Background: an optimization exercise with open tools, aiming at small area. Do not read the settings as production practice. RTL that was checked went through simulation tests only; none was proved equivalent to the original. No functional check of the RTL was part of run 5. No activity file was given, so power comes from the tool's default toggle rates.

**design/flow/config.mk**
```make
export PLATFORM = sky130hd
export DESIGN_NAME = CannyEdge
export DESIGN_NICKNAME = CannyEdge
export VERILOG_FILES = /design/flow/design.v
export SDC_FILE = /design/flow/constraint.sdc
export NUM_CORES = 4
export LEC_CHECK = 0
export ABC_AREA = 1
export CAP_MARGIN = 20
export CORE_MARGIN = 2
export CORE_UTILIZATION = 70
export CTS_BUF_LIST = sky130_fd_sc_hd__clkbuf_8
export CTS_CLUSTER_DIAMETER = 80
export CTS_CLUSTER_SIZE = 16
export GPL_TIMING_DRIVEN = 0
export PLACE_DENSITY = 0.8
export SLEW_MARGIN = 20
```
**design/flow/constraint.sdc**
```tcl
create_clock -name core_clock -period 12.0 [get_ports {clk}]
set_input_delay 2.4000 -clock core_clock [delete_from_list [all_inputs] [get_ports {clk}]]
set_output_delay 2.4000 -clock core_clock [all_outputs]
set_load 0.01 [all_outputs]
```
**design/flow/design.v**
```verilog
`timescale 1ns/10ps
module CannyEdge(dAddrRegRow, dAddrRegCol, bWE, bCE, InData, OutData,
	OPMode, bOPEnable, dReadReg, dWriteReg, clk, rst_b);
	input      [2:0] dAddrRegRow, dAddrRegCol;
	input            bWE, bCE;
	input      [7:0] InData;
	output reg [7:0] OutData;
	input      [2:0] OPMode;
	input            bOPEnable;
	input      [3:0] dReadReg, dWriteReg;
	input            clk, rst_b;
	function [16:0] rca;
		input [15:0] a, b;
		input        ci;
		integer k;
		reg c;
		begin
			c = ci;
			for (k = 0; k < 16; k = k + 1) begin
				rca[k] = a[k] ^ b[k] ^ c;
				c = (a[k] & b[k]) | (c & (a[k] ^ b[k]));
			end
			rca[16] = c;
		end
	endfunction
	function geq;
		input [15:0] a, b;
		integer k;
		reg c;
		begin
			c = 1'b1;
			for (k = 0; k < 16; k = k + 1)
				c = (a[k] & ~b[k]) | (c & (a[k] | ~b[k]));
			geq = c;
		end
	endfunction
	function [9:0] mag;
		input [10:0] v;
		integer k;
		reg o;
		begin
			o = 1'b0;
			for (k = 0; k < 10; k = k + 1) begin
				mag[k] = v[k] ^ (v[10] & o);
				o = o | v[k];
			end
		end
	endfunction
	wire wr    = ~bCE & ~bWE;
	wire rd    = ~bCE &  bWE;
	wire run   =  bCE & ~bOPEnable;
	wire run_g = run & (OPMode == 3'd0);
	wire run_s = run & (OPMode == 3'd1);
	wire run_n = run & (OPMode == 3'd2);
	wire run_h = run & (OPMode == 3'd3);
	wire wr_x  = wr & (dWriteReg == 4'd0);
	wire wr_y  = wr & (dWriteReg == 4'd1);
	wire wr_z  = wr & (dWriteReg == 4'd2);
	reg  [7:0]  X [0:24];
	reg  [24:0] xv;           
	reg  [1:0]  yc;           
	reg  [7:0]  z1;           
	reg  [14:0] accG;         
	reg  [10:0] accX, accY;   
	reg  [7:0]  Out_gf, Out_gradient;
	reg  [1:0]  Out_dir;      
	reg         Out_bThres;
	wire [1:0] p = {yc[1] ^ run_h, yc[0]};
	reg  [7:0] nA, nB;
	reg        zA, zB;
	reg  [1:0] aR, aC, bR, bC;
	always @* begin
		case (p)
			2'd0: begin nA = X[7];  nB = X[5];  zA = z1[4]; zB = z1[3]; aR = 1; aC = 2; bR = 1; bC = 0; end
			2'd1: begin nA = X[2];  nB = X[10]; zA = z1[2]; zB = z1[5]; aR = 0; aC = 2; bR = 2; bC = 0; end
			2'd2: begin nA = X[1];  nB = X[11]; zA = z1[1]; zB = z1[6]; aR = 0; aC = 1; bR = 2; bC = 1; end
			default: begin nA = X[0]; nB = X[12]; zA = z1[0]; zB = z1[7]; aR = 0; aC = 0; bR = 2; bC = 2; end
		endcase
	end
	wire [7:0] cen = X[6];
	wire keep = geq({8'd0, cen}, {8'd0, nA}) & geq({8'd0, cen}, {8'd0, nB});
	wire selA = (nA != 8'd0);
	wire [1:0] nR = keep ? (selA ? aR : bR) : 2'd1;
	wire [1:0] nC = keep ? (selA ? aC : bC) : 2'd1;
	wire [2:0] cr = run_n ? {1'b0, nR} : dAddrRegRow;
	wire [2:0] cc = run_n ? {1'b0, nC} : dAddrRegCol;
	wire [4:0] rs, cs;
	genvar g;
	generate
		for (g = 0; g < 5; g = g + 1) begin : dec
			assign rs[g] = (cr == g);
			assign cs[g] = (cc == g);
		end
	endgenerate
	reg [7:0] ov;
	reg       of;
	integer i, j;
	always @* begin
		ov = 8'd0;
		of = 1'b0;
		for (i = 0; i < 5; i = i + 1)
			for (j = 0; j < 5; j = j + 1) begin
				ov = ov | (X[i*5+j] & {8{rs[i] & cs[j]}});
				of = of | (xv[i*5+j] & rs[i] & cs[j]);
			end
	end
	wire [7:0] old = ov & {8{of}};
	wire [7:0] nv  = InData & {8{~bCE}};    
	wire       chg = wr_x | run_n;
	wire [16:0] dsum = rca({8'd0, nv}, {8'hff, ~old}, 1'b1);
	reg        pc;           
	reg [8:0]  d;            
	reg [1:0]  qgp, qgq;     
	reg [2:0]  qsx, qsy;
	reg [1:0] gp, gq;    
	reg [2:0] sx, sy;    
	always @* begin
		gp = 2'd0; gq = 2'd0; sx = 3'd0; sy = 3'd0;
		case ({cr, cc})
			{3'd0,3'd0}: begin gp = 0; gq = 0; sx = 5; sy = 1; end
			{3'd0,3'd1}: begin gp = 1; gq = 1;         sy = 2; end
			{3'd0,3'd2}: begin gp = 1; gq = 0; sx = 1; sy = 1; end
			{3'd0,3'd3}: begin gp = 1; gq = 1; end
			{3'd0,3'd4}: begin gp = 0; gq = 0; end
			{3'd1,3'd0}: begin gp = 1; gq = 1; sx = 6; end
			{3'd1,3'd1}: begin gp = 2; gq = 1; end
			{3'd1,3'd2}: begin gp = 2; gq = 2; sx = 2; end
			{3'd1,3'd3}: begin gp = 2; gq = 1; end
			{3'd1,3'd4}: begin gp = 1; gq = 1; end
			{3'd2,3'd0}: begin gp = 1; gq = 0; sx = 5; sy = 5; end
			{3'd2,3'd1}: begin gp = 2; gq = 2;         sy = 6; end
			{3'd2,3'd2}: begin gp = 3; gq = 0; sx = 1; sy = 5; end
			{3'd2,3'd3}: begin gp = 2; gq = 2; end
			{3'd2,3'd4}: begin gp = 1; gq = 0; end
			{3'd3,3'd0}: begin gp = 1; gq = 1; end
			{3'd3,3'd1}: begin gp = 2; gq = 1; end
			{3'd3,3'd2}: begin gp = 2; gq = 2; end
			{3'd3,3'd3}: begin gp = 2; gq = 1; end
			{3'd3,3'd4}: begin gp = 1; gq = 1; end
			{3'd4,3'd0}: begin gp = 0; gq = 0; end
			{3'd4,3'd1}: begin gp = 1; gq = 1; end
			{3'd4,3'd2}: begin gp = 1; gq = 0; end
			{3'd4,3'd3}: begin gp = 1; gq = 1; end
			{3'd4,3'd4}: begin gp = 0; gq = 0; end
			default: ;
		endcase
	end
	wire [14:0] de = {{6{d[8]}}, d};
	wire [14:0] gP = ~pc ? 15'd0 :
	                 (qgp == 2'd0) ? de :
	                 (qgp == 2'd1) ? {de[12:0], 2'b0} :
	                 (qgp == 2'd2) ? {de[11:0], 3'b0} : {de[10:0], 4'b0};
	wire        gN = pc & (qgq == 2'd1);
	wire [14:0] gQ = ((~pc || qgq == 2'd0) ? 15'd0 : (qgq == 2'd1) ? de : {de[13:0], 1'b0}) ^ {15{gN}};
	wire [14:0] gs = accG ^ gP ^ gQ;
	wire [14:0] gc = (accG & gP) | (accG & gQ) | (gP & gQ);
	wire [16:0] gS = rca({1'b0, gs}, {gc, 1'b0}, gN);
	wire [10:0] d11 = {{2{d[8]}}, d};
	wire        nX = pc & qsx[2];
	wire        nY = pc & qsy[2];
	wire [10:0] tX = ((~pc || qsx[1:0] == 2'd0) ? 11'd0 : (qsx[1:0] == 2'd1) ? d11 : {d11[9:0], 1'b0}) ^ {11{nX}};
	wire [10:0] tY = ((~pc || qsy[1:0] == 2'd0) ? 11'd0 : (qsy[1:0] == 2'd1) ? d11 : {d11[9:0], 1'b0}) ^ {11{nY}};
	wire [16:0] xS = rca({5'd0, accX}, {5'd0, tX}, nX);
	wire [16:0] yS = rca({5'd0, accY}, {5'd0, tY}, nY);
	wire        sgx = accX[10], sgy = accY[10];
	wire [9:0]  ax = mag(accX), ay = mag(accY);
	wire [16:0] gsum = rca({6'd0, ax}, {6'd0, ay}, 1'b0);
	wire [16:0] ws = rca({4'd0, 1'b0, ay, 1'b0}, {4'd0, ~{2'b0, ax}}, 1'b0);
	wire        c1 = ws[11];
	wire        c2 = ~geq({6'd0, ws[11:2]}, {6'd0, ax});
	wire [1:0]  dir = c1 ? 2'd0 : c2 ? ((sgx == sgy) ? 2'd1 : 2'd3) : 2'd2;
	wire bth = (cen >= 8'd15) ||
	           ((cen > 8'd10) && ((nA >= 8'd15) || (nB >= 8'd15) || zA || zB));
	always @(posedge clk or negedge rst_b) begin
		if (!rst_b) begin
			xv   <= 25'd0;
			pc   <= 1'b0;
			accG <= 15'd0;
			accX <= 11'd0;
			accY <= 11'd0;
		end else begin
			for (i = 0; i < 5; i = i + 1)
				for (j = 0; j < 5; j = j + 1)
					if (chg & rs[i] & cs[j]) xv[i*5+j] <= 1'b1;
			pc   <= chg;
			accG <= gS[14:0];
			accX <= xS[10:0];
			accY <= yS[10:0];
		end
	end
	always @(posedge clk) begin
		d   <= dsum[8:0];
		qgp <= gp;
		qgq <= gq;
		qsx <= sx;
		qsy <= sy;
		for (i = 0; i < 5; i = i + 1)
			for (j = 0; j < 5; j = j + 1)
				if (chg & rs[i] & cs[j]) X[i*5+j] <= nv;
		if (wr_y && dAddrRegRow == 3'd1 && dAddrRegCol == 3'd1)
			yc <= (InData == 8'd0)  ? 2'd0 :
			      (InData == 8'd45) ? 2'd1 :
			      (InData == 8'd90) ? 2'd2 : 2'd3;
		if (wr_z)
			case ({dAddrRegRow, dAddrRegCol})
				{3'd0,3'd0}: z1[0] <= (InData == 8'd1);
				{3'd0,3'd1}: z1[1] <= (InData == 8'd1);
				{3'd0,3'd2}: z1[2] <= (InData == 8'd1);
				{3'd1,3'd0}: z1[3] <= (InData == 8'd1);
				{3'd1,3'd2}: z1[4] <= (InData == 8'd1);
				{3'd2,3'd0}: z1[5] <= (InData == 8'd1);
				{3'd2,3'd1}: z1[6] <= (InData == 8'd1);
				{3'd2,3'd2}: z1[7] <= (InData == 8'd1);
				default: ;
			endcase
		if (run_g) Out_gf <= accG[14:7];
		if (run_s) begin
			Out_gradient <= gsum[10:3];
			Out_dir <= dir;
		end
		if (run_h) Out_bThres <= bth;
		if (rd)
			case (dReadReg)
				4'd0: OutData <= Out_gf;
				4'd1: OutData <= Out_gradient;
				4'd2: OutData <= (Out_dir == 2'd0) ? 8'd0 :
				                 (Out_dir == 2'd1) ? 8'd45 :
				                 (Out_dir == 2'd2) ? 8'd90 : 8'd135;
				4'd3: OutData <= ov;
				4'd4: OutData <= {7'd0, Out_bThres};
				default: ;
			endcase
	end
endmodule
```
**design/flow/flow/run.sh**
```bash
#!/bin/bash
# Layout flow: the standard synthesis unchanged, then the standard ORFS
# layout with these changes:
#  - the buffers ABC inserted are removed at floorplan (REMOVE_ABC_BUFFERS);
#    placement repair adds back any that slew, capacitance or timing need;
#  - every input and output port still gets a buffer, but a buf_1 instead of
#    the default clkdlybuf4s50_1;
#  - clock tree: no dummy loads;
#  - before global routing, cells on paths with slack are downsized and the
#    slew and capacitance repair is run again (flow/pre_grt.tcl).
set -euo pipefail
here=$(pwd)
bash standard.sh synth > synth.log 2>&1
bash standard.sh REMOVE_ABC_BUFFERS=1 \
  "BUFFER_PORTS_ARGS=-buffer_cell sky130_fd_sc_hd__buf_1" \
  "CTS_ARGS=-sink_clustering_enable -repair_clock_nets -sink_clustering_size 16 -sink_clustering_max_diameter 80 -buf_list sky130_fd_sc_hd__clkbuf_8 -dont_use_dummy_load" \
  "PRE_GLOBAL_ROUTE_TCL=$here/flow/pre_grt.tcl" \
  finish > layout.log 2>&1
```
**design/flow/flow/pre_grt.tcl**
```tcl
# Before global routing: downsize cells on paths with slack, then repair
# any slew or capacitance that the downsizing broke, and legalize.
puts "pre_grt hook: power recovery"
estimate_parasitics -placement
report_wns
repair_timing -recover_power 100 -verbose
repair_design -slew_margin $::env(SLEW_MARGIN) -cap_margin $::env(CAP_MARGIN) -verbose
set_placement_padding -global \
  -left $::env(CELL_PAD_IN_SITES_DETAIL_PLACEMENT) \
  -right $::env(CELL_PAD_IN_SITES_DETAIL_PLACEMENT)
detailed_placement
check_placement -verbose
estimate_parasitics -placement
report_wns
```
**design/flow/standard.sh**
```bash
#!/bin/bash
# synth_recipe.tcl (not shown) runs the flow's synth.tcl, then flattens the netlist and writes it again
# the make line also repeats each setting of config.mk as NAME=value (left out here)
make -C /OpenROAD-flow-scripts/flow DESIGN_CONFIG=/design/flow/config.mk WORK_HOME=/design/flow/orfs CLKGATE_MAP_FILE= SYNTH_SCRIPT=/design/flow/synth_recipe.tcl "${@:-finish}"
```
==> results of run 1 <==
[cell usage in the layout, fill, tap and decap left out, drive strengths merged, types with 23 or more instances in the layout]
master / n
a21oi: 51
buf: 38
clkbuf: 34
dfrtp: 63
edfxtp: 237
fa: 67
inv: 260
nand2: 485
nand3: 66
nor2: 177
o21ai: 82
or2: 23
xor2: 45
[layout make-up]
class | count | area (µm²)
clock buffers | 23 | 316.6
fillers | 1761 | 6018
inverters | 264 | 994.7
multi-input cells | 1103 | 6369
flip-flops and latches | 318 | 9054
well taps | 319 | 399.1
repair buffers | 49 | 251.5
[per-layer routing]
metal | share of wire (%) | vias to the layer above | routed length (µm) | track usage (%)
li1 | - | 5588 | - | -
met4 | 2.9 | 0 | 1270 | 9.910
met1 | 40 | 5777 | 17440 | 55.31
met3 | 14 | 96 | 6141 | 8.924
met5 | 0 | - | 0 | 0
met2 | 43 | 822 | 18880 | 53.42
[flip-flops by register name (all words and copies together), names as in the netlist, 8 cells and up]
signal,count
accY,11
z1,8
OutData,8
X,200
accX,11
Out_gradient,8
xv,25
d,9
Out_gf,8
accG,15
[metrics by stage]
step	hold WS [ns]	power (W)	instances
2_1_floorplan	0.4187	0.001843	1685
3_3_place_gp	0.4331	0.001989	2041
3_5_place_dp	0.4398	0.002037	2050
4_1_cts	0.4609	0.002517	2073
5_1_grt	0.4755	0.002661	2076
6_report	0.4636	0.002520	2076
[worst reg2reg max path, delay by kind of cell (launching register included)]
kind | cells | cell delay, ns
AO/OA/AOI/OAI | 2 | 0.16
AND/OR/NAND/NOR | 23 | 4.22
flip-flops | 1 | 0.41
adder cells (fa/ha/maj) | 8 | 2.99
buffers and inverters | 7 | 0.85
[synthesized netlist by cell type (18+ instances only)]
master	count	area, µm²
nand2_1	465	1745
xor2_1	45	394.1
dfxtp_1	18	360.4
inv_1	247	927.1
or2_2	21	131.4
edfxtp_1	237	7117
a21oi_1	50	250.2
dfrtp_1	63	1577
fa_1	67	1341
nand3_1	58	290.3
nor2_1	146	548.0
o21ai_0	70	350.3
[cells by family (layout without fill, tap and decap cells)]
group / count (synthesis) / after routing / synth area share (%)
compound gates: 177 / 177 / 6.009
flops: 318 / 318 / 54.42
fa+ha+maj: 78 / 78 / 8.889
simple gates: 800 / 800 / 21.62
buf+inv: 280 / 336 / 6.535
xor+xnor: 48 / 48 / 2.527
[power breakdown]
group          switching (W)  internal, W  total [W]
clock network       0.000330     0.000172   0.000503
registers          0.0000543      0.00128    0.00133
logic               0.000433     0.000251   0.000684
total               0.000817      0.00170    0.00252
[path summary, 6_finish.rpt]
path	startpoint	end	slack, ns	cells past startpoint
max in group asynchronous	rst_b	accX[4]	8.94	5
min	xv[0]	xv[0]	0.46	2
max	bCE	d[7]	0.64	43
min reg2reg	xv[0]	xv[0]	0.46	2
min in group asynchronous	rst_b	xv[8]	1.76	1
max reg2reg	yc[1]	d[7]	3.30	40
==> flow_metrics.py, run 1 <==
metrics = {
    "layout": {
        "stdcell_area_mm2": 0.01738,
        "drive_above_1_share_pct": 6.033,
        "finish.utilization_pct": 74.28,
        "area_growth_pct": 4.490,
        "antenna-diode-count": 0,
        "nets": 1867,
    },
    "clocking": {
        "post_cts_buffers": 0,
        "htreeDepth": 1,
        "tritoncts": "built",
        "root_buffer": "clkbuf_8",
        "cts_buffer_depth": 3,
        "cts.clk_slew.worst_paths_ns": 0.12,
        "clk_latency_ns": 0.59,
        "cts.sinks": 318,
        "cts_hold_buf": 0,
        "cts_buffers": 23,
        "cts-resized-gates": 0,
    },
    "route": {
        "wire_per_inst_um": 21.06,
        "vias": 12280,
        "drtPass1Iterations": 7,
        "via_per_inst": 5.917,
        "drc": 0,
        "wl_um": 43720,
        "ant_nets": 0,
        "drt-initial-drc-count": 1824,
    },
    "synthesis": {
        "synth.ff_latch_count": 318,
        "ys_types": 59,
        "synth_area_per_cell_um2": 9.781,
        "async_flop_share_pct": 19.81,
        "netlist_instances": 1701,
        "synth_area_mm2": 0.01664,
        "yosysSeqAreaShare_pct": 54.42,
        "synth-main-ff-cell": "edfxtp_1",
        "yosys_warnings": 2,
        "synth-edff-count": 237,
    },
    "sta": {
        "setup_ws_ns": 0.6409,
        "tns_ns": 0,
        "fmaxAchievable_ghz": 0.08804,
        "tightest_slew_ns": 1.077,
        "drv_slew": 0,
        "fin_crit_sh_pct": 94.66,
        "fin_crit_ns": 11.36,
        "final.setup_skew_ns": 0.03448,
        "hold_violations": 0,
        "setup_viol": 0,
        "rsz0062_at_grt": "false",
        "relSlewSlack_pct": 27.53,
    },
    "placed_design": {
        "dp_slack_ns": 1.932,
        "port_buffers": 37,
        "gp_congestion": 0.9167,
        "dpl_cell_area_mm2": 0.01732,
        "dp_hpwl_um": 32660,
    },
    "power_and_ir_drop": {
        "power_density_mw_per_mm2": 145.0,
        "power_leakage_nw": 7.386,
        "ir_drop_uv": 112.4,
    },
    "flow_run": {
        "cap_violations": 0,
    },
    "global_route": {
        "grt_pass1_wl_um": 66510,
        "grt_max_degree": 29,
        "antenna_found_initial": 0,
        "grt_pass1_vias": 11630,
        "overflow": 0,
        "grt_usage_pct": 36.46,
    },
    "setup_path": {
        "cp_slowest_cell": "nor2_1",
        "cp-start-kind": "primary input",
        "cpPeakStageDelay_ns": 0.97,
        "cp_top_family": "simple AND/OR/NAND/NOR gates",
        "worstSetupPathType": "primary input to flip-flop",
        "path_max_fanout": 13,
        "critPathCaptureType": "flip-flop",
        "required_ns": 12.50,
        "critPathBufInv": 8,
        "critPathArrivalTime_ns": 11.86,
        "crit_top_cell": "nand2_1",
    },
    "status": {
        "status": "finished clean",
    },
    "floorplanning": {
        "fp.dieW_um": 158.2,
        "start_util_pct": 71.09,
        "die_h_um": 158.2,
        "die_area_mm2": 0.02502,
        "num_io_pins": 38,
        "core_mm2": 0.02340,
        "fp-row-count": 56,
    },
    "min_path": {
        "hold_class": "flip-flop to flip-flop",
    },
}
==> run 2, diff against run 1 <==
--- a/design/flow/flow/pre_grt.tcl
+++ b/design/flow/flow/pre_grt.tcl
@@ -3,2 +3,3 @@
 puts "pre_grt hook: power recovery"
+set_dont_use $::env(DONT_USE_CELLS)
 estimate_parasitics -placement
==> flow_metrics.py, run 2 <==
metrics = {
    "status": {
        "status": "finished clean",
    },
    "setup_path": {
        "path_max_fanout": 13,
        "cpPeakStageDelay_ns": 0.97,
        "cp-start-kind": "primary input",
        "reg2reg_depth": 40,
        "crit_top_cell": "nand2_1",
        "crit_cells": 43,
        "r2r-end": "d[7]",
        "critPathCaptureType": "flip-flop",
        "timing.rr.start": "yc[1]",
        "critPathBufInv": 8,
        "required_ns": 12.50,
        "rrSetupSlack_ns": 3.30,
        "cp_top_family": "simple AND/OR/NAND/NOR gates",
        "critPathArrivalTime_ns": 11.86,
        "cp_slowest_cell": "nor2_1",
        "worstSetupPathType": "primary input to flip-flop",
    },
    "sta": {
        "tns_ns": 0,
        "final.setup_skew_ns": 0.03448,
        "relSlewSlack_pct": 27.53,
        "fmaxAchievable_ghz": 0.08804,
        "rsz0062_at_grt": "false",
        "tightest_slew_ns": 1.077,
        "fin_crit_sh_pct": 94.66,
        "hold_violations": 0,
        "fin_crit_ns": 11.36,
        "drv_slew": 0,
        "setup_viol": 0,
    },
    "synthesis": {
        "synth-edff-count": 237,
        "synth.largest_area_cell": "edfxtp_1",
        "synth.ff_latch_count": 318,
        "yosysMostFrequentCell": "nand2_1",
        "synthTopCellsByCount": "nand2_1, inv_1, edfxtp_1",
        "yosysSeqAreaShare_pct": 54.42,
        "yosys_warnings": 2,
        "synth_area_mm2": 0.01664,
        "synth.top_cell.area_share_pct": 42.78,
        "netlist_instances": 1701,
        "synth_area_per_cell_um2": 9.781,
        "synth_area_leaders": "edfxtp_1, nand2_1, dfrtp_1",
        "synth-main-ff-cell": "edfxtp_1",
        "async_flop_share_pct": 19.81,
        "ys_types": 59,
    },
    "global_route": {
        "grt_pass1_vias": 11630,
        "antenna_found_initial": 0,
        "grt_pass1_wl_um": 66510,
        "grt_usage_pct": 36.46,
        "overflow": 0,
        "grt_max_degree": 29,
    },
    "placed_design": {
        "placed_cells": 2050,
        "gp_congestion": 0.9167,
        "dp_hpwl_um": 32660,
        "port_buffers": 37,
    },
    "layout": {
        "antenna-diode-count": 0,
        "fill_cells": 1761,
        "area_growth_pct": 4.490,
        "multi_input_area_mm2": 0.006369,
        "layout_commonest_cell": "nand2_1",
        "mostFrequentLayoutCells": "nand2_1, inv_1, edfxtp_1",
        "top_regs": "X: 200 flops, xv: 25 flops, accG: 15 flops",
        "instances_no_fill": 2076,
        "ff_latch_area_mm2": 0.009054,
        "nets": 1867,
        "drive_above_1_share_pct": 6.033,
        "top_register": "X",
        "largest_register_ffs": 200,
    },
    "clocking": {
        "tritoncts": "built",
        "root_buffer": "clkbuf_8",
        "cts_buffer_depth": 3,
        "cts.clk_slew.worst_paths_ns": 0.12,
        "cts_buffers": 23,
        "htreeDepth": 1,
        "cts-resized-gates": 0,
        "cts_hold_buf": 0,
        "post_cts_buffers": 0,
        "clk_latency_ns": 0.59,
        "cts.sinks": 318,
    },
    "route": {
        "wl_um": 43720,
        "vias": 12280,
        "wire_per_inst_um": 21.06,
        "drc": 0,
        "drtPass1Iterations": 7,
        "drt-initial-drc-count": 1824,
        "ant_nets": 0,
        "via_per_inst": 5.917,
    },
    "power_and_ir_drop": {
        "power_leakage_nw": 7.386,
        "power_density_mw_per_mm2": 145.0,
        "ir_drop_uv": 112.4,
    },
    "min_path": {
        "min-delay-start": "xv[0]",
        "hold_class": "flip-flop to flip-flop",
        "hold_end": "xv[0]",
        "worstHoldPathCells": 2,
    },
    "floorplanning": {
        "fp-row-count": 56,
        "core_mm2": 0.02340,
        "die_area_mm2": 0.02502,
        "fp.dieW_um": 158.2,
        "num_io_pins": 38,
        "start_util_pct": 71.09,
        "die_h_um": 158.2,
    },
    "flow_run": {
        "cap_violations": 0,
    },
}
run 2: cell counts after synthesis:
Identical to the previous run, type by type.
run 2: metrics by stage:
step                      util [%]  worst slack, ns  area, µm²  total power, W  hold slack [ns]
after floorplan                  -            3.897      16550        0.001843           0.4187
after global placement       73.00            2.420      17080        0.001989           0.4331
after detailed placement     73.99            1.932      17320        0.002037           0.4398
after CTS                    75.35            2.512      17630        0.002517           0.4609
after global routing         74.28           0.1633      17380        0.002661           0.4755
final                        74.28           0.6409      17380        0.002520           0.4636
run 2: cell type report:
class,count,share of cell area (%)
flip-flops and latches,318,52.08
clock buffers,23,1.821
inverters,264,5.722
well taps,319,2.296
repair buffers,49,1.447
multi-input cells,1103,36.63
run 2: worst reg2reg max path, delay by kind of cell (launching register included):
kind / cells / cell delay [ns]
adders and majority gates: 8 / 2.99
AOI/OAI and AO/OA: 2 / 0.16
and+or+nand+nor: 23 / 4.22
buffers and inverters: 7 / 0.85
DFF: 1 / 0.41
run 2: cells by family after synthesis:
kind of cell             Yosys count  share of synthesized area, %
flip-flops                       318                         54.42
buffers and inverters            280                         6.535
adder cells (fa/ha/maj)           78                         8.889
AO/OA/AOI/OAI                    177                         6.009
XOR/XNOR                          48                         2.527
AND/OR/NAND/NOR                  800                         21.62
run 2: power by group:
| group | total [W] | switching [W] | internal [W] |
|---|---|---|---|
| registers | 0.00133 | 0.0000543 | 0.00128 |
| logic | 0.000684 | 0.000433 | 0.000251 |
| clock network | 0.000503 | 0.000330 | 0.000172 |
run 2: metal layers:
metal	vias to the layer above	wire [µm]	GRT usage, %
met4	0	1270	9.910
li1	5588	-	-
met1	5777	17440	55.31
met2	822	18880	53.42
met3	96	6141	8.924
met5	-	0	0
run 2: worst max-delay path by stage:
stage	endpoint	slack, ns	startpoint
after floorplan	d[7]	3.90	OPMode[1]
after global placement	d[7]	2.42	bCE
after detailed placement	d[7]	1.93	bCE
after CTS	d[7]	2.51	bCE
after global routing	d[7]	0.16	bCE
final	d[7]	0.64	bCE
==> run 3, diff against run 2 <==
--- a/design/flow/flow/run.sh
+++ b/design/flow/flow/run.sh
@@ -15,3 +15,3 @@
   "BUFFER_PORTS_ARGS=-buffer_cell sky130_fd_sc_hd__buf_1" \
-  "CTS_ARGS=-sink_clustering_enable -repair_clock_nets -sink_clustering_size 16 -sink_clustering_max_diameter 80 -buf_list sky130_fd_sc_hd__clkbuf_8 -dont_use_dummy_load" \
+  "CTS_ARGS=-sink_clustering_enable -repair_clock_nets -sink_clustering_size 10 -sink_clustering_max_diameter 60 -buf_list sky130_fd_sc_hd__clkbuf_4 -dont_use_dummy_load" \
   "PRE_GLOBAL_ROUTE_TCL=$here/flow/pre_grt.tcl" \
--- a/design/flow/flow/pre_grt.tcl
+++ b/design/flow/flow/pre_grt.tcl
@@ -3,3 +3,2 @@
 puts "pre_grt hook: power recovery"
-set_dont_use $::env(DONT_USE_CELLS)
 estimate_parasitics -placement
--- a/design/flow/config.mk
+++ b/design/flow/config.mk
@@ -7,3 +7,2 @@
 export LEC_CHECK = 0
-export ABC_AREA = 1
 export CAP_MARGIN = 20
==> flow_metrics.py, run 3 <==
metrics = {
    "status": {
        "status": "finished clean",
    },
    "placed_design": {
        "port_buffers": 37,
        "dp_hpwl_um": 34080,
        "gp_congestion": 1.034,
    },
    "clocking": {
        "cts.sinks": 318,
        "clk_latency_ns": 0.70,
        "htreeDepth": 2,
        "root_buffer": "clkbuf_4",
        "cts.clk_slew.worst_paths_ns": 0.10,
        "tritoncts": "built",
        "cts_buffers": 38,
        "cts_buffer_depth": 3,
        "post_cts_buffers": 0,
    },
    "power_and_ir_drop": {
        "internal_power_w": 0.001493,
        "power_density_mw_per_mm2": 118.8,
        "pwr-share-clk_pct": 23.2,
        "swShare_pct": 27.76,
        "p_total_w": 0.002067,
        "comb_power_share_pct": 15.5,
        "p_seq_share_pct": 61.3,
        "p_sw_w": 0.0005737,
        "ir_drop_uv": 120.3,
        "power_leakage_nw": 6.455,
    },
    "route": {
        "via_per_inst": 6.770,
        "wl_um": 46440,
        "drtPass1Iterations": 8,
        "ant_nets": 0,
        "wire_per_inst_um": 26.38,
        "vias": 11920,
        "drt-initial-drc-count": 1621,
        "drc": 0,
    },
    "synthesis": {
        "synth-edff-count": 237,
        "synth_area_per_cell_um2": 11.76,
        "synth-main-ff-cell": "edfxtp_1",
        "synth.top_cell.area_share_pct": 42.81,
        "yosys_warnings": 2,
        "synth.ff_latch_count": 318,
        "ys_types": 89,
        "netlist_instances": 1413,
        "synth.largest_area_cell": "edfxtp_1",
        "synthAdderAreaFrac_pct": 9.439,
        "yosysMostFrequentCell": "edfxtp_1",
        "yosysSeqAreaShare_pct": 54.46,
        "synth-simple-area-share_pct": 13.22,
        "synth_area_leaders": "edfxtp_1, dfrtp_1, fa_1",
        "synth_xor_area_share_pct": 2.476,
        "synthTopCellsByCount": "edfxtp_1, nand2_1, inv_1",
        "synth_top_family_by_area": "simple AND/OR/NAND/NOR gates",
        "synth_area_mm2": 0.01662,
        "synth_compound_area_share_pct": 11.58,
        "synthMuxAreaShare_pct": 4.132,
        "async_flop_share_pct": 19.81,
    },
    "sta": {
        "fin_crit_ns": 11.36,
        "tns_ns": 0,
        "fin_crit_sh_pct": 94.63,
        "rsz0062_at_grt": "false",
        "relSlewSlack_pct": 23.46,
        "fmaxAchievable_ghz": 0.08806,
        "tightest_slew_ns": 1.147,
        "drv_slew": 0,
        "setup_viol": 0,
        "final.setup_skew_ns": 0.1108,
        "holdWs_ns": 0.4604,
        "hold_violations": 0,
    },
    "min_path": {
        "hold_class": "flip-flop to flip-flop",
        "hold_end": "Out_gf[5]",
        "min-delay-start": "accG[12]",
        "worstHoldPathCells": 0,
    },
    "global_route": {
        "overflow": 0,
        "grt_pass1_vias": 11620,
        "grt_pass1_wl_um": 69570,
        "grt_max_degree": 39,
        "grt_usage_pct": 38.85,
        "antenna_found_initial": 4,
    },
    "setup_path": {
        "crit_path_start": "bCE",
        "timing.rr.start": "yc[1]",
        "critPathArrivalTime_ns": 11.89,
        "rrSetupSlack_ns": 2.86,
        "critPathCaptureType": "flip-flop",
        "worstSetupPathType": "primary input to flip-flop",
        "required_ns": 12.53,
        "path_max_fanout": 15,
        "cp_top_family": "adder cells",
        "crit_top_cell": "fa_1",
        "r2r-end": "d[7]",
        "cp-start-kind": "primary input",
        "reg2reg_depth": 24,
        "cp_slowest_cell": "nand3_1",
        "cpPeakStageDelay_ns": 0.68,
        "critPathBufInv": 5,
    },
    "floorplanning": {
        "core_mm2": 0.02340,
        "num_io_pins": 38,
        "die_area_mm2": 0.02500,
        "fp.dieW_um": 158.1,
        "fp-row-count": 56,
        "die_h_um": 158.1,
        "start_util_pct": 71.03,
    },
    "layout": {
        "nets": 1549,
        "layout_commonest_cell": "edfxtp_1",
        "largest_register_ffs": 200,
        "top_register": "X",
        "mostFrequentLayoutCells": "edfxtp_1, nand2_1, inv_1",
        "drive_above_1_share_pct": 8.826,
        "finish.utilization_pct": 74.32,
        "top_regs": "X: 200 flops, xv: 25 flops, accG: 15 flops",
        "area_growth_pct": 4.629,
    },
    "flow_run": {
        "cap_violations": 0,
    },
}
run 3: cell types whose count changed after synthesis, moves of 20 or more:
| cell | before | now |
|---|---|---|
| mux2i_1 | 0 | 21 |
| xnor2_1 | 3 | 28 |
| nand2_1 | 465 | 144 |
| nand3_1 | 58 | 32 |
| a22oi_1 | 4 | 26 |
| clkbuf_1 | 10 | 51 |
| nor3_1 | 16 | 39 |
| inv_1 | 247 | 135 |
| nor2_1 | 146 | 79 |
| and3_1 | 1 | 21 |
| xor2_1 | 45 | 19 |
run 3: layer usage:
metal	track usage (%)	wire, µm	vias up
met5	0	13	-
met4	20.29	2987	2
met3	10.76	5650	201
met2	61.08	21380	799
met1	49.87	16410	5751
li1	-	-	5163
run 3: final cells by class:
class / instances / area, µm²
tap: 319 / 399.1
clock buffer: 38 / 285.3
sequential: 318 / 9055
timing repair buffer: 52 / 304.0
multi-input combinational: 894 / 6830
antenna: 2 / 5.005
fill: 1625 / 6010
inverter: 137 / 514.2
run 3: kinds of logic (layout without fill, tap and decap cells):
| logic type | after synthesis | after routing |
|---|---|---|
| AOI/OAI and AO/OA | 277 | 277 |
| xor gates and xnor gates | 47 | 47 |
| adders and majority gates | 87 | 87 |
| buffers and inverters | 201 | 227 |
| DFF | 318 | 318 |
| muxes | 47 | 47 |
| other | 0 | 2 |
| and+or+nand+nor | 436 | 436 |
run 3: stage by stage:
step	std cells	instance area, µm²	setup slack (ns)
3_5_place_dp	1717	17160	0.2095
4_1_cts	1755	17450	0.8646
2_1_floorplan	1349	16360	2.446
6_report	1760	17390	0.6439
3_3_place_gp	1705	16900	-0.05393
5_1_grt	1760	17390	0.2775
run 3: power by group through the flow:
stage	logic [W]	registers, W	clock network (W)
final	0.000321	0.00127	0.000479
after global placement	0.000300	0.00129	0
after global routing	0.000368	0.00127	0.000516
after floorplan	0.000221	0.00128	0
after CTS	0.000322	0.00127	0.000477
after detailed placement	0.000322	0.00129	0
run 3: worst reg2reg max path, delay by kind of cell (launching register included):
family | cells | cell delay [ns]
fa+ha+maj | 9 | 3.42
flops | 1 | 0.53
buf+inv | 4 | 0.43
mux | 1 | 0.42
simple gates | 6 | 2.68
compound gates | 4 | 1.58
run 3: worst max path at each step:
stage	to	slack, ns	cells after the start
finish	d[7]	0.64	26
detailed placement	d[7]	0.21	25
global placement	d[7]	-0.05	25
CTS	d[7]	0.86	25
global route	d[7]	0.28	25
floorplan	d[7]	2.45	24
run 3: repair_timing:
action,CTS,global route
endpoints found under the setup margin,0,1
hold buffers,0,0
resized for setup,0,1
==> run 4, diff against run 3 <==
--- a/design/flow/config.mk
+++ b/design/flow/config.mk
@@ -7,2 +7,3 @@
 export LEC_CHECK = 0
+export ABC_AREA = 1
 export CAP_MARGIN = 20
==> flow_metrics.py, run 4 <==
metrics = {
    "power_and_ir_drop": {
        "power_leakage_nw": 7.401,
        "ir_drop_uv": 127.8,
        "p_total_w": 0.002513,
        "power_density_mw_per_mm2": 144.5,
    },
    "setup_path": {
        "worstSetupPathType": "primary input to flip-flop",
        "timing.rr.start": "yc[1]",
        "cpPeakStageDelay_ns": 0.98,
        "crit_path_start": "bCE",
        "path_max_fanout": 13,
        "required_ns": 12.58,
        "critPathArrivalTime_ns": 11.97,
        "crit_top_cell": "nand2_1",
        "critPathCaptureType": "flip-flop",
        "cp-start-kind": "primary input",
        "cp_slowest_cell": "nor2_1",
    },
    "layout": {
        "ff_latch_area_mm2": 0.009054,
        "largest_register_ffs": 200,
        "top_register": "X",
        "fill_cells": 1767,
        "nets": 1883,
        "stdcell_area_mm2": 0.01739,
        "multi_input_area_mm2": 0.006391,
        "layout_commonest_cell": "nand2_1",
        "mostFrequentLayoutCells": "nand2_1, inv_1, edfxtp_1",
        "area_growth_pct": 4.497,
        "drive_above_1_share_pct": 7.163,
        "top_regs": "X: 200 flops, xv: 25 flops, accG: 15 flops",
    },
    "clocking": {
        "cts.sinks": 318,
        "cts_buffer_depth": 3,
        "root_buffer": "clkbuf_4",
        "cts-resized-gates": 0,
        "clk_latency_ns": 0.70,
        "cts_buffers": 39,
        "post_cts_buffers": 0,
        "cts.clk_slew.worst_paths_ns": 0.11,
        "cts_hold_buf": 0,
        "htreeDepth": 2,
        "tritoncts": "built",
    },
    "sta": {
        "fmaxAchievable_ghz": 0.08784,
        "hold_violations": 0,
        "rsz0062_at_grt": "false",
        "tightest_slew_ns": 1.099,
        "drv_slew": 0,
        "fin_crit_sh_pct": 94.87,
        "relSlewSlack_pct": 26.43,
        "final.setup_skew_ns": 0.06501,
        "holdWs_ns": 0.4591,
        "setup_viol": 0,
        "fin_crit_ns": 11.38,
        "tns_ns": 0,
        "setup_ws_ns": 0.6156,
    },
    "floorplanning": {
        "fp-row-count": 56,
        "num_io_pins": 38,
        "fp.dieW_um": 158.2,
        "start_util_pct": 71.09,
        "die_area_mm2": 0.02502,
        "core_mm2": 0.02340,
        "die_h_um": 158.2,
    },
    "global_route": {
        "grt_usage_pct": 36.98,
        "antenna_found_initial": 1,
        "overflow": 0,
        "grt_pass1_wl_um": 67270,
        "grt_max_degree": 29,
        "grt_pass1_vias": 11790,
    },
    "synthesis": {
        "async_flop_share_pct": 19.81,
        "yosysMostFrequentCell": "nand2_1",
        "ys_types": 59,
        "synth.ff_latch_count": 318,
        "synth.top_cell.area_share_pct": 42.78,
        "yosysSeqAreaShare_pct": 54.42,
        "synthTopCellsByCount": "nand2_1, inv_1, edfxtp_1",
        "yosys_warnings": 2,
        "synth_area_leaders": "edfxtp_1, nand2_1, dfrtp_1",
        "synth_area_per_cell_um2": 9.781,
        "synth.largest_area_cell": "edfxtp_1",
        "synth-main-ff-cell": "edfxtp_1",
        "synth_area_mm2": 0.01664,
        "netlist_instances": 1701,
        "synth-edff-count": 237,
    },
    "route": {
        "drc": 0,
        "drtPass1Iterations": 8,
        "wl_um": 44080,
        "drt-initial-drc-count": 1996,
        "wire_per_inst_um": 21.06,
        "via_per_inst": 5.924,
        "ant_nets": 0,
        "vias": 12400,
    },
    "placed_design": {
        "dp_slack_ns": 1.932,
        "port_buffers": 37,
        "dpl_cell_area_mm2": 0.01732,
        "gp_congestion": 0.9167,
        "dp_hpwl_um": 32660,
    },
    "flow_run": {
        "cap_violations": 0,
    },
    "min_path": {
        "min-delay-start": "xv[0]",
        "hold_class": "flip-flop to flip-flop",
    },
    "status": {
        "status": "finished clean",
    },
}
run 4: cell types whose count changed after synthesis, sizes merged, moves of 25 or more:
cell | previous run | this run
nand3 | 33 | 66
nand2 | 145 | 485
xnor2 | 28 | 3
clkbuf | 54 | 10
xor2 | 19 | 45
inv | 136 | 264
nor2 | 80 | 177
run 4: kinds of logic after synthesis:
group / Yosys count / synth area share (%)
adders and majority gates: 78 / 8.889
AOI/OAI and AO/OA: 177 / 6.009
buffers and inverters: 280 / 6.535
xor gates and xnor gates: 48 / 2.527
DFF: 318 / 54.42
and+or+nand+nor: 800 / 21.62
run 4: metrics by stage:
step	cells	utilization, %
floorplan	1685	-
detailed placement	2050	73.99
finish	2093	74.29
global placement	2041	73.00
CTS	2089	75.25
global route	2093	74.29
run 4: worst max-delay path, delay by kind of cell:
kind | cells | cell delay (ns)
buf+inv | 8 | 1.66
compound gates | 1 | 0.08
simple gates | 26 | 4.80
fa+ha+maj | 8 | 2.99
run 4: final timing paths:
kind / cells after the start / slack, ns / end
worst max-delay path: 43 / 0.62 / d[7]
worst min-delay path: 2 / 0.46 / xv[0]
worst max register to register: 40 / 3.21 / d[7]
worst min register to register: 2 / 0.46 / xv[0]
max in group asynchronous: 5 / 8.98 / accX[1]
min in group asynchronous: 1 / 1.63 / xv[15]
run 4: final cells by class:
cell class / instances / share of cell area, %
antenna: 1 / 0.01439
clock buffer: 39 / 1.684
inverter: 264 / 5.721
multi-input combinational: 1103 / 36.76
sequential: 318 / 52.08
tap: 319 / 2.296
timing repair buffer: 49 / 1.447
run 4: per-layer routing:
layer / wire [µm] / GRT usage (%) / vias to the layer above
li1: - / - / 5624
met1: 17700 / 56.05 / 5789
met2: 18610 / 53.21 / 863
met3: 6226 / 9.143 / 123
met4: 1547 / 12.01 / 0
met5: 0 / 0 / -
run 4: power breakdown:
part | switching (W) | leakage [nW] | internal (W)
Sequential | 0.0000555 | 2.95 | 0.00128
Clock | 0.000343 | 0.179 | 0.000150
Combinational | 0.000435 | 4.28 | 0.000250
Total | 0.000833 | 7.40 | 0.00168
==> run 5, diff against run 4 <==
--- a/design/flow/design.v
+++ b/design/flow/design.v
@@ -165,5 +165,6 @@
 	wire        sgx = accX[10], sgy = accY[10];
-	wire [9:0]  ax = mag(accX), ay = mag(accY);
-	wire [16:0] gsum = rca({6'd0, ax}, {6'd0, ay}, 1'b0);
-	wire [16:0] ws = rca({4'd0, 1'b0, ay, 1'b0}, {4'd0, ~{2'b0, ax}}, 1'b0);
+	wire [9:0]  ax = mag(accX);
+	wire [9:0]  oy = accY[9:0] ^ {10{sgy}};
+	wire [16:0] gsum = rca({6'd0, ax}, {6'd0, oy}, sgy);
+	wire [16:0] ws = rca({4'd0, 1'b0, oy, sgy}, {4'd0, ~{2'b0, ax}}, sgy);
 	wire        c1 = ws[11];
--- a/design/flow/flow/run.sh
+++ b/design/flow/flow/run.sh
@@ -15,3 +15,3 @@
   "BUFFER_PORTS_ARGS=-buffer_cell sky130_fd_sc_hd__buf_1" \
-  "CTS_ARGS=-sink_clustering_enable -repair_clock_nets -sink_clustering_size 10 -sink_clustering_max_diameter 60 -buf_list sky130_fd_sc_hd__clkbuf_4 -dont_use_dummy_load" \
+  "CTS_ARGS=-sink_clustering_enable -repair_clock_nets -sink_clustering_size 16 -sink_clustering_max_diameter 80 -buf_list sky130_fd_sc_hd__clkbuf_8 -dont_use_dummy_load" \
   "PRE_GLOBAL_ROUTE_TCL=$here/flow/pre_grt.tcl" \
==> flow_metrics.py, run 5 <==
metrics = {
    "placed_design": {
        "port_buffers": 37,
        "gp_congestion": 0.9507,
        "dp_hpwl_um": 32490,
        "dp_slack_ns": 2.044,
    },
    "power_and_ir_drop": {
        "p_total_w": 0.002477,
        "power_leakage_nw": 7.579,
        "power_density_mw_per_mm2": 142.4,
        "ir_drop_uv": 108.6,
    },
    "setup_path": {
        "cpPeakStageDelay_ns": 0.95,
        "rrSetupSlack_ns": 3.34,
        "worstSetupPathType": "primary input to flip-flop",
        "reg2reg_depth": 38,
        "crit_top_cell": "nand2_1",
        "timing.rr.start": "yc[1]",
        "critPathArrivalTime_ns": 11.52,
        "required_ns": 12.49,
        "cp_slowest_cell": "nor2_1",
        "r2r-end": "d[7]",
        "critPathCaptureType": "flip-flop",
        "crit_path_start": "bCE",
        "critPathBufInv": 9,
        "cp_top_family": "simple AND/OR/NAND/NOR gates",
        "path_max_fanout": 12,
        "cp-start-kind": "primary input",
    },
    "min_path": {
        "hold_class": "flip-flop to flip-flop",
        "hold_end": "Out_gf[5]",
        "worstHoldPathCells": 0,
        "min-delay-start": "accG[12]",
    },
    "layout": {
        "ff_latch_area_mm2": 0.009054,
        "area_growth_pct": 4.235,
        "largest_register_ffs": 200,
        "fill_cells": 1702,
        "layout_commonest_cell": "nand2_1",
        "drive_above_1_share_pct": 5.411,
        "nets": 1885,
        "top_regs": "X: 200 flops, xv: 25 flops, accG: 15 flops",
        "mostFrequentLayoutCells": "nand2_1, inv_1, edfxtp_1",
        "finish.utilization_pct": 74.12,
        "antenna-diode-count": 0,
        "multi_input_area_mm2": 0.006416,
        "top_register": "X",
    },
    "synthesis": {
        "synthTopCellsByCount": "nand2_1, edfxtp_1, inv_1",
        "synth.ff_latch_count": 318,
        "ys_types": 55,
        "async_flop_share_pct": 19.81,
        "synth.top_cell.area_share_pct": 42.64,
        "yosys_warnings": 2,
        "synth_area_mm2": 0.01669,
        "synth-main-ff-cell": "edfxtp_1",
        "synth_area_per_cell_um2": 9.698,
        "synth.largest_area_cell": "edfxtp_1",
        "yosysMostFrequentCell": "nand2_1",
        "yosysSeqAreaShare_pct": 54.24,
        "synth-edff-count": 237,
        "synth_area_leaders": "edfxtp_1, nand2_1, dfrtp_1",
        "netlist_instances": 1721,
    },
    "clocking": {
        "cts.clk_slew.worst_paths_ns": 0.10,
        "htreeDepth": 1,
        "cts-resized-gates": 0,
        "post_cts_buffers": 0,
        "clk_latency_ns": 0.59,
        "cts_buffers": 23,
        "root_buffer": "clkbuf_8",
        "tritoncts": "built",
        "cts_buffer_depth": 3,
        "cts.sinks": 318,
        "cts_hold_buf": 0,
    },
    "route": {
        "ant_nets": 0,
        "via_per_inst": 5.886,
        "wl_um": 42850,
        "drc": 0,
        "drt-initial-drc-count": 1725,
        "wire_per_inst_um": 20.47,
        "vias": 12320,
        "drtPass1Iterations": 6,
    },
    "floorplanning": {
        "fp.dieW_um": 158.4,
        "start_util_pct": 71.11,
        "fp-row-count": 56,
        "num_io_pins": 38,
        "core_mm2": 0.02347,
        "die_h_um": 158.4,
        "die_area_mm2": 0.02510,
    },
    "global_route": {
        "grt_max_degree": 30,
        "antenna_found_initial": 0,
        "grt_pass1_wl_um": 64560,
        "overflow": 0,
        "grt_usage_pct": 35.24,
        "grt_pass1_vias": 11460,
    },
    "sta": {
        "final.setup_skew_ns": 0.07004,
        "fmaxAchievable_ghz": 0.09068,
        "rsz0062_at_grt": "false",
        "drv_slew": 0,
        "hold_violations": 0,
        "setup_ws_ns": 0.9719,
        "tns_ns": 0,
        "fin_crit_ns": 11.03,
        "tightest_slew_ns": 1.162,
        "fin_crit_sh_pct": 91.90,
        "relSlewSlack_pct": 22.23,
        "setup_viol": 0,
    },
    "status": {
        "status": "finished clean",
    },
    "flow_run": {
        "cap_violations": 0,
    },
}
[run 5: kinds of logic (layout without fill, tap and decap cells)]
logic type,after synthesis,in the layout,synth area share [%]
XOR/XNOR,47,47,2.466
AND/OR/NAND/NOR,823,823,21.97
adder cells (fa/ha/maj),79,79,8.936
flip-flops,318,318,54.24
AO/OA/AOI/OAI,180,180,6.050
buffers and inverters,274,327,6.334
[run 5: worst max-delay path by stage]
stage / slack [ns] / cells past startpoint / to
CTS: 2.64 / 41 / d[7]
floorplan: 3.96 / 41 / d[7]
finish: 0.97 / 41 / d[7]
detailed placement: 2.04 / 41 / d[7]
global route: 0.60 / 43 / d[7]
global placement: 2.64 / 41 / d[7]
[run 5: where the power goes]
group	internal [W]	switching [W]	total, W
Clock	0.000172	0.000315	0.000487
Sequential	0.00128	0.0000600	0.00134
Combinational	0.000245	0.000407	0.000652
Total	0.00170	0.000781	0.00248
[run 5: routing by layer]
metal	vias to the layer above	part of all wire [%]	wire [µm]	global-route usage, %
met5	-	0	0	0
met4	0	3.2	1358	9.824
met3	106	13	5741	8.193
met2	732	42	17970	51.20
met1	5852	41	17770	54.09
li1	5629	-	-	-
[run 5: area by class of cell]
type	instances	share of cell area (%)
inverters	255	5.502
repair buffers	49	1.467
clock buffers	23	1.819
well taps	319	2.294
flip-flops and latches	318	52.04
multi-input cells	1129	36.88
[run 5: through the flow]
stage / instances / area [µm²] / hold slack (ns)
after floorplan: 1702 / 16590 / 0.4249
after global placement: 2058 / 17130 / 0.4348
after detailed placement: 2067 / 17410 / 0.4351
after CTS: 2090 / 17730 / 0.4554
after global routing: 2093 / 17400 / 0.4820
final: 2093 / 17400 / 0.4567

## port drivers added, routing unchanged
Ports are ideal in the flow. The routed layouts listed here were re-timed in OpenROAD. Step 1 (the two cells are an assumption about what drives the block):
set clk [get_ports {clk}]
set_driving_cell -lib_cell sky130_fd_sc_hd__clkbuf_16 $clk
set_driving_cell -lib_cell sky130_fd_sc_hd__buf_2 [delete_from_list [all_inputs] $clk]
Step 2 also shifts input and output timing later by t, the mid clock arrival at the registers, as if the neighbouring blocks saw the same clock. Slacks: ideal / step 1 / step 2; pairs: ideal / step 1.
| run | shift t [ns] | setup WS [ns] | worst setup path at the end | worst data-port slew with drivers (ns) |
|---|---|---|---|---|
| run 1 | 0.615 | 0.641 / 0.655 / 0.041 | input to register | 0.05 |
| run 2 | 0.615 | 0.641 / 0.655 / 0.041 | input to register | 0.05 |
| run 3 | 0.691 | 0.644 / 0.666 / -0.025 | input to register | 0.04 |
| run 4 | 0.702 | 0.616 / 0.633 / -0.068 | input to register | 0.05 |
| run 5 | 0.607 | 0.972 / 0.991 / 0.384 | input to register | 0.03 |
Met with ideal ports but missed after step 2: setup timing in run 3 and run 4. The setup slack of run 4, which loses most, moves by +0.017 ns with the drivers and by -0.684 ns with both steps.
